This design comes from an exercise in tuning for small area on the open sky130 flow, not from production work.
The RTL was checked by simulation tests, not by an equivalence proof against the original design.

### design.v
`timescale 1ns/100ps
module cordic_rca #(parameter W=16)
(
	input  [W-1:0] a, b,
	input          ci,
	output [W-1:0] s
);
	wire [W:0] c;
	assign c[0] = ci;
	genvar i;
	generate for (i = 0; i < W; i = i + 1) begin : bit_
		assign s[i]   = a[i] ^ b[i] ^ c[i];
		assign c[i+1] = (a[i] & b[i]) | (a[i] & c[i]) | (b[i] & c[i]);
	end endgenerate
endmodule
module cordic_add #(parameter N=1, parameter CS=16)
(
	input  [15:0]   a,
	input  [15-N:0] bl,
	input           bh, ci,
	output [15:0]   s
);
	localparam L = 16 - N;                
	localparam R = (CS < L) ? CS : L;     
	wire [L:0] c;
	assign c[0] = ci;
	genvar i;
	generate for (i = 0; i < R; i = i + 1) begin : lo
		assign s[i]   = a[i] ^ bl[i] ^ c[i];
		assign c[i+1] = (a[i] & bl[i]) | (a[i] & c[i]) | (bl[i] & c[i]);
	end endgenerate
	generate if (R < L) begin : sel
		wire [L:R] c0, c1;
		wire [L-1:R] s0, s1;
		assign c0[R] = 1'b0;
		assign c1[R] = 1'b1;
		for (i = R; i < L; i = i + 1) begin : b
			assign s0[i]   = a[i] ^ bl[i] ^ c0[i];
			assign c0[i+1] = (a[i] & bl[i]) | (a[i] & c0[i]) | (bl[i] & c0[i]);
			assign s1[i]   = a[i] ^ bl[i] ^ c1[i];
			assign c1[i+1] = (a[i] & bl[i]) | (a[i] & c1[i]) | (bl[i] & c1[i]);
			assign s[i]    = c[R] ? s1[i] : s0[i];
		end
		assign c[L] = c[R] ? c1[L] : c0[L];
	end endgenerate
	wire t = c[L] ^ bh;
	wire [N:0] p;
	assign p[0] = t;
	generate for (i = 0; i < N; i = i + 1) begin : hi
		assign s[L+i] = a[L+i] ^ p[i];
		assign p[i+1] = p[i] & (a[L+i] ^ bh);
	end endgenerate
endmodule
module cordic_cell #(parameter N=0, parameter CS=16)
(
	input         d,
	input  [15:0] x_in, y_in,
	output [15:0] x_out, y_out
);
	wire [15:0] yn;
	cordic_add #(N, CS) ax (.a(x_in),  .bl(y_in[15:N] ^ {(16-N){~d}}), .bh(y_in[15] ^ ~d), .ci(~d), .s(x_out));
	cordic_add #(N, CS) ay (.a(~y_in), .bl(x_in[15:N] ^ {(16-N){~d}}), .bh(x_in[15] ^ ~d), .ci(~d), .s(yn));
	assign y_out = ~yn;
endmodule
module cordic_zstep #(parameter W=16, parameter SITA=0)
(
	input  [W-1:0] z_in,
	output [W-1:0] z_out
);
	wire d = z_in[W-1];
	wire [W-1:0] k = SITA;
	cordic_rca #(W) az (.a(z_in), .b(d ? k : ~k), .ci(~d), .s(z_out));
endmodule
module cordic_table
(
	input  [5:0] d,
	output [15:0]  x, y
);
	localparam [63:0] X0 = 64'h7270f1b17270f1b1;
	localparam [63:0] X1 = 64'h552c8f90a0bdf9c0;
	localparam [63:0] X2 = 64'hf9df284e9b173db2;
	localparam [63:0] X3 = 64'h8ada78ab551e595e;
	localparam [63:0] X4 = 64'hdbc9d79189eb91da;
	localparam [63:0] X5 = 64'h961fdca1853bfa68;
	localparam [63:0] X6 = 64'he88fc54bd2a3f116;
	localparam [63:0] X7 = 64'h89dfe5b3cda7fb90;
	localparam [63:0] X8 = 64'h7a6a5a12485a565f;
	localparam [63:0] X9 = 64'hc1ebf3ebd7cfd783;
	localparam [63:0] X10 = 64'hfee6dac2435b677f;
	localparam [63:0] X11 = 64'h7642cffbdff3426e;
	localparam [63:0] X12 = 64'hcf66ee77ee7766f3;
	localparam [63:0] X13 = 64'hf67ef66ff66f7e6f;
	localparam [63:0] X14 = 64'h8000800180010001;
	localparam [63:0] X15 = 64'h8000800180010001;
	localparam [63:0] Y0 = 64'he4c5a707e4c5a707;
	localparam [63:0] Y1 = 64'h0befdc00a4d830f5;
	localparam [63:0] Y2 = 64'h0c56feec9382fdc5;
	localparam [63:0] Y3 = 64'hbf4f1eff48872d08;
	localparam [63:0] Y4 = 64'h0d6c41c8ec7de94d;
	localparam [63:0] Y5 = 64'h838546f8e09d7e3c;
	localparam [63:0] Y6 = 64'h3ee5602d4bf97881;
	localparam [63:0] Y7 = 64'hac4570d964f17dc8;
	localparam [63:0] Y8 = 64'h5f3f0f8b2e0f2307;
	localparam [63:0] Y9 = 64'h687d597d416561e9;
	localparam [63:0] Y10 = 64'h57734f6b290d1115;
	localparam [63:0] Y11 = 64'h132b655d45592b37;
	localparam [63:0] Y12 = 64'h6533771177113359;
	localparam [63:0] Y13 = 64'h5317533553351735;
	localparam [63:0] Y14 = 64'heaaaeaa8eaa8aaa8;
	localparam [63:0] Y15 = 64'heaaaeaa8eaa8aaa8;
	assign x[0] = X0[d];
	assign x[1] = X1[d];
	assign x[2] = X2[d];
	assign x[3] = X3[d];
	assign x[4] = X4[d];
	assign x[5] = X5[d];
	assign x[6] = X6[d];
	assign x[7] = X7[d];
	assign x[8] = X8[d];
	assign x[9] = X9[d];
	assign x[10] = X10[d];
	assign x[11] = X11[d];
	assign x[12] = X12[d];
	assign x[13] = X13[d];
	assign x[14] = X14[d];
	assign x[15] = X15[d];
	assign y[0] = Y0[d];
	assign y[1] = Y1[d];
	assign y[2] = Y2[d];
	assign y[3] = Y3[d];
	assign y[4] = Y4[d];
	assign y[5] = Y5[d];
	assign y[6] = Y6[d];
	assign y[7] = Y7[d];
	assign y[8] = Y8[d];
	assign y[9] = Y9[d];
	assign y[10] = Y10[d];
	assign y[11] = Y11[d];
	assign y[12] = Y12[d];
	assign y[13] = Y13[d];
	assign y[14] = Y14[d];
	assign y[15] = Y15[d];
endmodule
`timescale 1ns/100ps
module cordic_pipelined
(
	input  clk,rst,
	input  signed [15:0] z,
	output signed [15:0] x,y
);
	wire [15:0] zn1;
	cordic_zstep #(.W(16),.SITA(12868)) zs1 (.z_in(z), .z_out(zn1));
	reg [15:0] z1_r;
	reg [0:0] d1_r;
	always @ (posedge clk) begin z1_r <= zn1[15:0]; d1_r <= z[15]; end
	wire [15:0] zn2;
	cordic_zstep #(.W(16),.SITA(7596)) zs2 (.z_in(z1_r), .z_out(zn2));
	reg [14:0] z2_r;
	reg [1:0] d2_r;
	always @ (posedge clk) begin z2_r <= zn2[14:0]; d2_r <= {z1_r[15], d1_r}; end
	wire [14:0] zn3;
	cordic_zstep #(.W(15),.SITA(4014)) zs3 (.z_in(z2_r), .z_out(zn3));
	reg [14:0] z3_r;
	reg [2:0] d3_r;
	always @ (posedge clk) begin z3_r <= zn3[14:0]; d3_r <= {z2_r[14], d2_r}; end
	wire [14:0] zn4;
	cordic_zstep #(.W(15),.SITA(2037)) zs4 (.z_in(z3_r), .z_out(zn4));
	reg [13:0] z4_r;
	reg [3:0] d4_r;
	always @ (posedge clk) begin z4_r <= zn4[13:0]; d4_r <= {z3_r[14], d3_r}; end
	wire [13:0] zn5;
	cordic_zstep #(.W(14),.SITA(1023)) zs5 (.z_in(z4_r), .z_out(zn5));
	wire ovf = ~(&zn5[13:10]) & (|zn5[13:10]);
	wire [8:0] dl = ovf ? {9{zn5[13]}} : {zn5[10], ~zn5[9:2]};   
	reg [13:0] d5_r;   
	always @ (posedge clk) d5_r <= {dl[0],dl[1],dl[2],dl[3],dl[4],dl[5],dl[6],dl[7],dl[8], z4_r[13], d4_r};
	reg [13:0] d6_r;
	always @ (posedge clk) d6_r <= d5_r[13:0];
	reg [13:0] d7_r;
	always @ (posedge clk) d7_r <= d6_r[13:0];
	wire [15:0] tx, ty;
	cordic_table tab (.d(d7_r[5:0]), .x(tx), .y(ty));
	wire [15:0] x7_c, y7_c;
	cordic_cell #(.N(6),.CS(5)) it6 (.d(d7_r[6]), .x_in(tx), .y_in(ty), .x_out(x7_c), .y_out(y7_c));
	reg [6:0] d8_r;
	always @ (posedge clk) d8_r <= d7_r[13:7];
	reg [15:0] x8_r, y8_r;
	always @ (posedge clk) begin x8_r <= x7_c; y8_r <= y7_c; end
	wire [15:0] x8_c, y8_c;
	cordic_cell #(.N(7)) it7 (.d(d8_r[0]), .x_in(x8_r), .y_in(y8_r), .x_out(x8_c), .y_out(y8_c));
	reg [5:0] d9_r;
	always @ (posedge clk) d9_r <= d8_r[6:1];
	reg [15:0] x9_r, y9_r;
	always @ (posedge clk) begin x9_r <= x8_c; y9_r <= y8_c; end
	wire [15:0] x9_c, y9_c;
	cordic_cell #(.N(8)) it8 (.d(d9_r[0]), .x_in(x9_r), .y_in(y9_r), .x_out(x9_c), .y_out(y9_c));
	reg [4:0] d10_r;
	always @ (posedge clk) d10_r <= d9_r[5:1];
	reg [15:0] x10_r, y10_r;
	always @ (posedge clk) begin x10_r <= x9_c; y10_r <= y9_c; end
	wire [15:0] x10_c, y10_c;
	cordic_cell #(.N(9)) it9 (.d(d10_r[0]), .x_in(x10_r), .y_in(y10_r), .x_out(x10_c), .y_out(y10_c));
	reg [3:0] d11_r;
	always @ (posedge clk) d11_r <= d10_r[4:1];
	reg [15:0] x11_r, y11_r;
	always @ (posedge clk) begin x11_r <= x10_c; y11_r <= y10_c; end
	wire [15:0] x11_c, y11_c;
	cordic_cell #(.N(10)) it10 (.d(d11_r[0]), .x_in(x11_r), .y_in(y11_r), .x_out(x11_c), .y_out(y11_c));
	reg [2:0] d12_r;
	always @ (posedge clk) d12_r <= d11_r[3:1];
	reg [15:0] x12_r, y12_r;
	always @ (posedge clk) begin x12_r <= x11_c; y12_r <= y11_c; end
	wire [15:0] x12_c, y12_c;
	cordic_cell #(.N(11)) it11 (.d(d12_r[0]), .x_in(x12_r), .y_in(y12_r), .x_out(x12_c), .y_out(y12_c));
	reg [1:0] d13_r;
	always @ (posedge clk) d13_r <= d12_r[2:1];
	reg [15:0] x13_r, y13_r;
	always @ (posedge clk) begin x13_r <= x12_c; y13_r <= y12_c; end
	wire [15:0] x13_c, y13_c;
	cordic_cell #(.N(12)) it12 (.d(d13_r[0]), .x_in(x13_r), .y_in(y13_r), .x_out(x13_c), .y_out(y13_c));
	reg [0:0] d14_r;
	always @ (posedge clk) d14_r <= d13_r[1:1];
	reg [15:0] x14_r, y14_r;
	always @ (posedge clk) begin x14_r <= x13_c; y14_r <= y13_c; end
	wire [15:0] x14_c, y14_c;
	cordic_cell #(.N(13)) it13 (.d(d14_r[0]), .x_in(x14_r), .y_in(y14_r), .x_out(x14_c), .y_out(y14_c));
	assign x = x14_c;
	assign y = y14_c;
endmodule
### run.sh
#!/bin/bash
# synth_recipe.tcl (not shown) runs the flow's synth.tcl, then flattens the netlist and writes it again
# the make line also repeats each setting of config.mk as NAME=value (left out here)
make -C /OpenROAD-flow-scripts/flow DESIGN_CONFIG=/design/flow/config.mk WORK_HOME=/design/flow/orfs CLKGATE_MAP_FILE= SYNTH_SCRIPT=/design/flow/synth_recipe.tcl finish
### config.mk
export PLATFORM = sky130hd
export DESIGN_NAME = cordic_pipelined
export DESIGN_NICKNAME = cordic_pipelined
export VERILOG_FILES = /design/flow/design.v
export SDC_FILE = /design/flow/constraint.sdc
export NUM_CORES = 4
export LEC_CHECK = 0
export CAP_MARGIN = 20
export CORE_MARGIN = 2
export CORE_UTILIZATION = 40
export CTS_BUF_LIST = sky130_fd_sc_hd__clkbuf_8
export CTS_CLUSTER_DIAMETER = 60
export CTS_CLUSTER_SIZE = 20
export SLEW_MARGIN = 20
### constraint.sdc
create_clock -name core_clock -period 7.0 [get_ports {clk}]
set_input_delay 1.4000 -clock core_clock [delete_from_list [all_inputs] [get_ports {clk}]]
set_output_delay 1.4000 -clock core_clock [all_outputs]
set_load 0.01 [all_outputs]
==> results.txt <==
[layout make-up]
class / count / area, um^2 / area share
Multi-Input combinational cell: 1243 / 10700 / 0.5105
Inverter: 216 / 810.8 / 0.03870
Clock inverter: 16 / 203.9 / 0.009734
Sequential cell: 364 / 7292 / 0.3480
Tap cell: 615 / 769.5 / 0.03673
Clock buffer: 28 / 385.4 / 0.01839
Timing Repair Buffer: 88 / 793.3 / 0.03786
[placed cells by master (no fill, tap or decap), drive strengths merged, types with 13 or more instances in the layout]
cell	instances
nor4	13
xor2	136
a31oi	15
nor2b	15
ha	49
clkdlybuf4s50	48
nand2	77
nand2b	21
a211oi	15
clkbuf	28
a21oi	78
o21ai	53
fa	139
nand3	29
and3	28
xnor2	188
nor3	41
mux2i	31
or3	25
inv	224
buf	40
dfxtp	364
nor2	119
and4	13
[layer usage]
metal,track usage,up-vias,routed length [um]
met4,0.07512,0,1968
met2,0.2872,307,18930
met3,0.02278,108,1681
li1,-,6261,-
met5,0,-,0
met1,0.1626,5829,14490
[worst max-delay path: stages]
cell and delay [ps]:
clkdlybuf4s50_1 420, inv_1 120, ha_1 160, nor2_1 50, fa_1 350, inv_1 70
fa_1 200, a211oi_1 90, fa_1 390, fa_1 370, inv_1 70, fa_1 150
inv_1 50, fa_1 370, fa_1 360, inv_1 70, fa_1 150, inv_1 50
fa_1 380, fa_1 360, inv_1 80, fa_1 180, fa_1 160, inv_1 50
fa_1 480, inv_1 40
[worst paths after layout]
| path | start | end | slack, ps | depth (start not counted) |
|---|---|---|---|---|
| min reg2reg | d7_r[8]$_DFF_P_ | d8_r[1]$_DFF_P_ | 310 | 0 |
| max | z[15] | z1_r[14]$_DFF_P_ | 880 | 26 |
| max reg2reg | d7_r[0]$_DFF_P_ | y8_r[14]$_DFF_P_ | 920 | 20 |
| min | d7_r[8]$_DFF_P_ | d8_r[1]$_DFF_P_ | 310 | 0 |
[cells by family after synthesis]
group | count (synthesis) | share of synthesized area
DFF | 364 | 0.3799
buffers and inverters | 301 | 0.06249
adders and majority gates | 188 | 0.1770
xor gates and xnor gates | 324 | 0.1483
AOI/OAI and AO/OA | 252 | 0.08558
and+or+nand+nor | 429 | 0.1147
muxes | 50 | 0.03203
[cell usage after synthesis (7+ instances only)]
cell      number  share of area
fa_1         139           0.15
mux2_2        11         0.0065
o22ai_1        7         0.0023
xnor2_1      187          0.085
buf_1         13         0.0025
mux2i_1       31          0.016
nand3_1       29         0.0076
o211ai_1      10         0.0039
inv_1        210          0.041
nor2_1       119          0.023
mux4_2         8         0.0094
nand4_1        7         0.0023
xor2_1       136          0.062
and4_1        13         0.0059
nor4b_1        7         0.0032
clkbuf_1      48         0.0094
a21oi_1       78          0.020
o21ai_0       48          0.013
nor2b_1       15         0.0049
a211oi_1      15         0.0059
ha_1          49          0.032
or4_1          7         0.0027
a31oi_1       15         0.0049
nor4_1        13         0.0042
dfxtp_1      364           0.38
or3_1         25         0.0082
buf_2         16         0.0042
nor3b_1        9         0.0035
nand2_1       77          0.015
a21o_1        12         0.0047
nand2b_1      21         0.0068
and3_1        28         0.0091
nor3_1        41          0.011
[metrics by stage]
step                      setup WS, ps  hold slack [ps]  area (um^2)    util
after global placement           240.6            310.5        20360  0.4283
after detailed placement         228.8            312.1        20360  0.4283
final                            883.4            314.7        20950  0.4407
after global routing             465.5            302.5        20950  0.4407
after CTS                        903.5            300.4        20950  0.4407
after floorplan                  928.6            309.6        19180       -
==> out/results.ini <==
[status]
outcome = complete, no violations

[synthesis]
postSynthAreaPerCell_um2 = 10.05
synth-main-ff-cell = dfxtp_1
synth_area_um2 = 19180
synthCells = 1908
ys_seq_elements = 364
async_reset_ff_frac = 0
ys.warnings.count = 1
syn-num-nets = 2114
synth_cell_types = 78
synth-edff-count = 0
ys_seq_area_frac = 0.3799

[layout]
syn2layout_area_growth_pct = 9.223
fillCellCount = 4599
stdcell_count = 2570
nets = 2146
drive_gt1_frac = 0.06189
n_antenna_cell = 0

[sta]
rsz0062_at_grt = false
hold_violations = 0
max_slew_margin = 0.4099
finalSetupTns_ps = 0
worstMarginPinSlew_ps = 872.8
fmax_mhz = 163.5
fin_skew_ps = 31.89
fin_crit_ps = 6117
setup_viol = 0
fin_crit_sh = 0.8738
slew_viol_final = 0

[cts]
h-tree-depth = 1
postCtsHoldBufs = 0
cts_tree = yes
cts_resized = 0
cts_made_buffers = 27
cts-root-buf = clkbuf_8
clockBufferDepth = 3
clock_latency_ps = 620
post_cts_buffers = 0
clkSlewWorstSetupHoldPaths_ps = 110
clkSinkCount = 364

[global_route]
grt_pass1_vias = 12690
grt_max_degree = 64
antenna_found_initial = 0
overflow = 0
grt_usage = 0.1513
grt_pass1_wl_mm = 61.57

[place]
dp_hpwl_mm = 28.79
gp_congestion = 0.9414
dp.cells = 2526
io_buffers = 48

[hold_path]
hp-class = reg -> reg

[critical_path]
path_max_fanout = 4
end_kind = register
crit_type = in -> reg
worstPathArrival_ps = 6630
crit_required_ps = 7520
start_kind = input pin

[floorplanning]
rows = 80
start_util = 0.4034
die-area_um2 = 49720
die_y_um = 223.0
core_um2 = 47550
die_w_um = 223.0
ioPinCount = 50

[detailed_routing]
wl_per_cell_um = 14.42
drtPass1Iterations = 6
vias_per_cell = 4.866
vias = 12510
ant_nets = 0
drcViolationCount = 0
totalWireLength_mm = 37.06
drtIter0Drc = 710

[run]
drv_cap = 0

separate check: timing with driven ports:
In the flow no input, the clock included, has a driving cell. The finished layout below was timed again as built, in two steps. Step 1 (the two cells are an assumption about what drives the block):
set clk [get_ports {clk}]
set_driving_cell -lib_cell sky130_fd_sc_hd__clkbuf_16 $clk
set_driving_cell -lib_cell sky130_fd_sc_hd__buf_2 [delete_from_list [all_inputs] $clk]
Step 2, shift: input delay + t, output delay - t, t = (earliest + latest rising clock arrival at the registers) / 2. This alone moves slack from input paths to output paths. Slacks: ideal / step 1 / step 2; pairs: ideal / step 1.
t (ns): 0.653
slack for setup (ns): 0.883 / 0.895 / 0.243
clock arrival spread, ns: 0.037 / 0.037
After both steps this run still meets setup and hold. For this run, drivers alone change the setup slack by +0.012 ns; drivers and shift together by -0.640 ns.
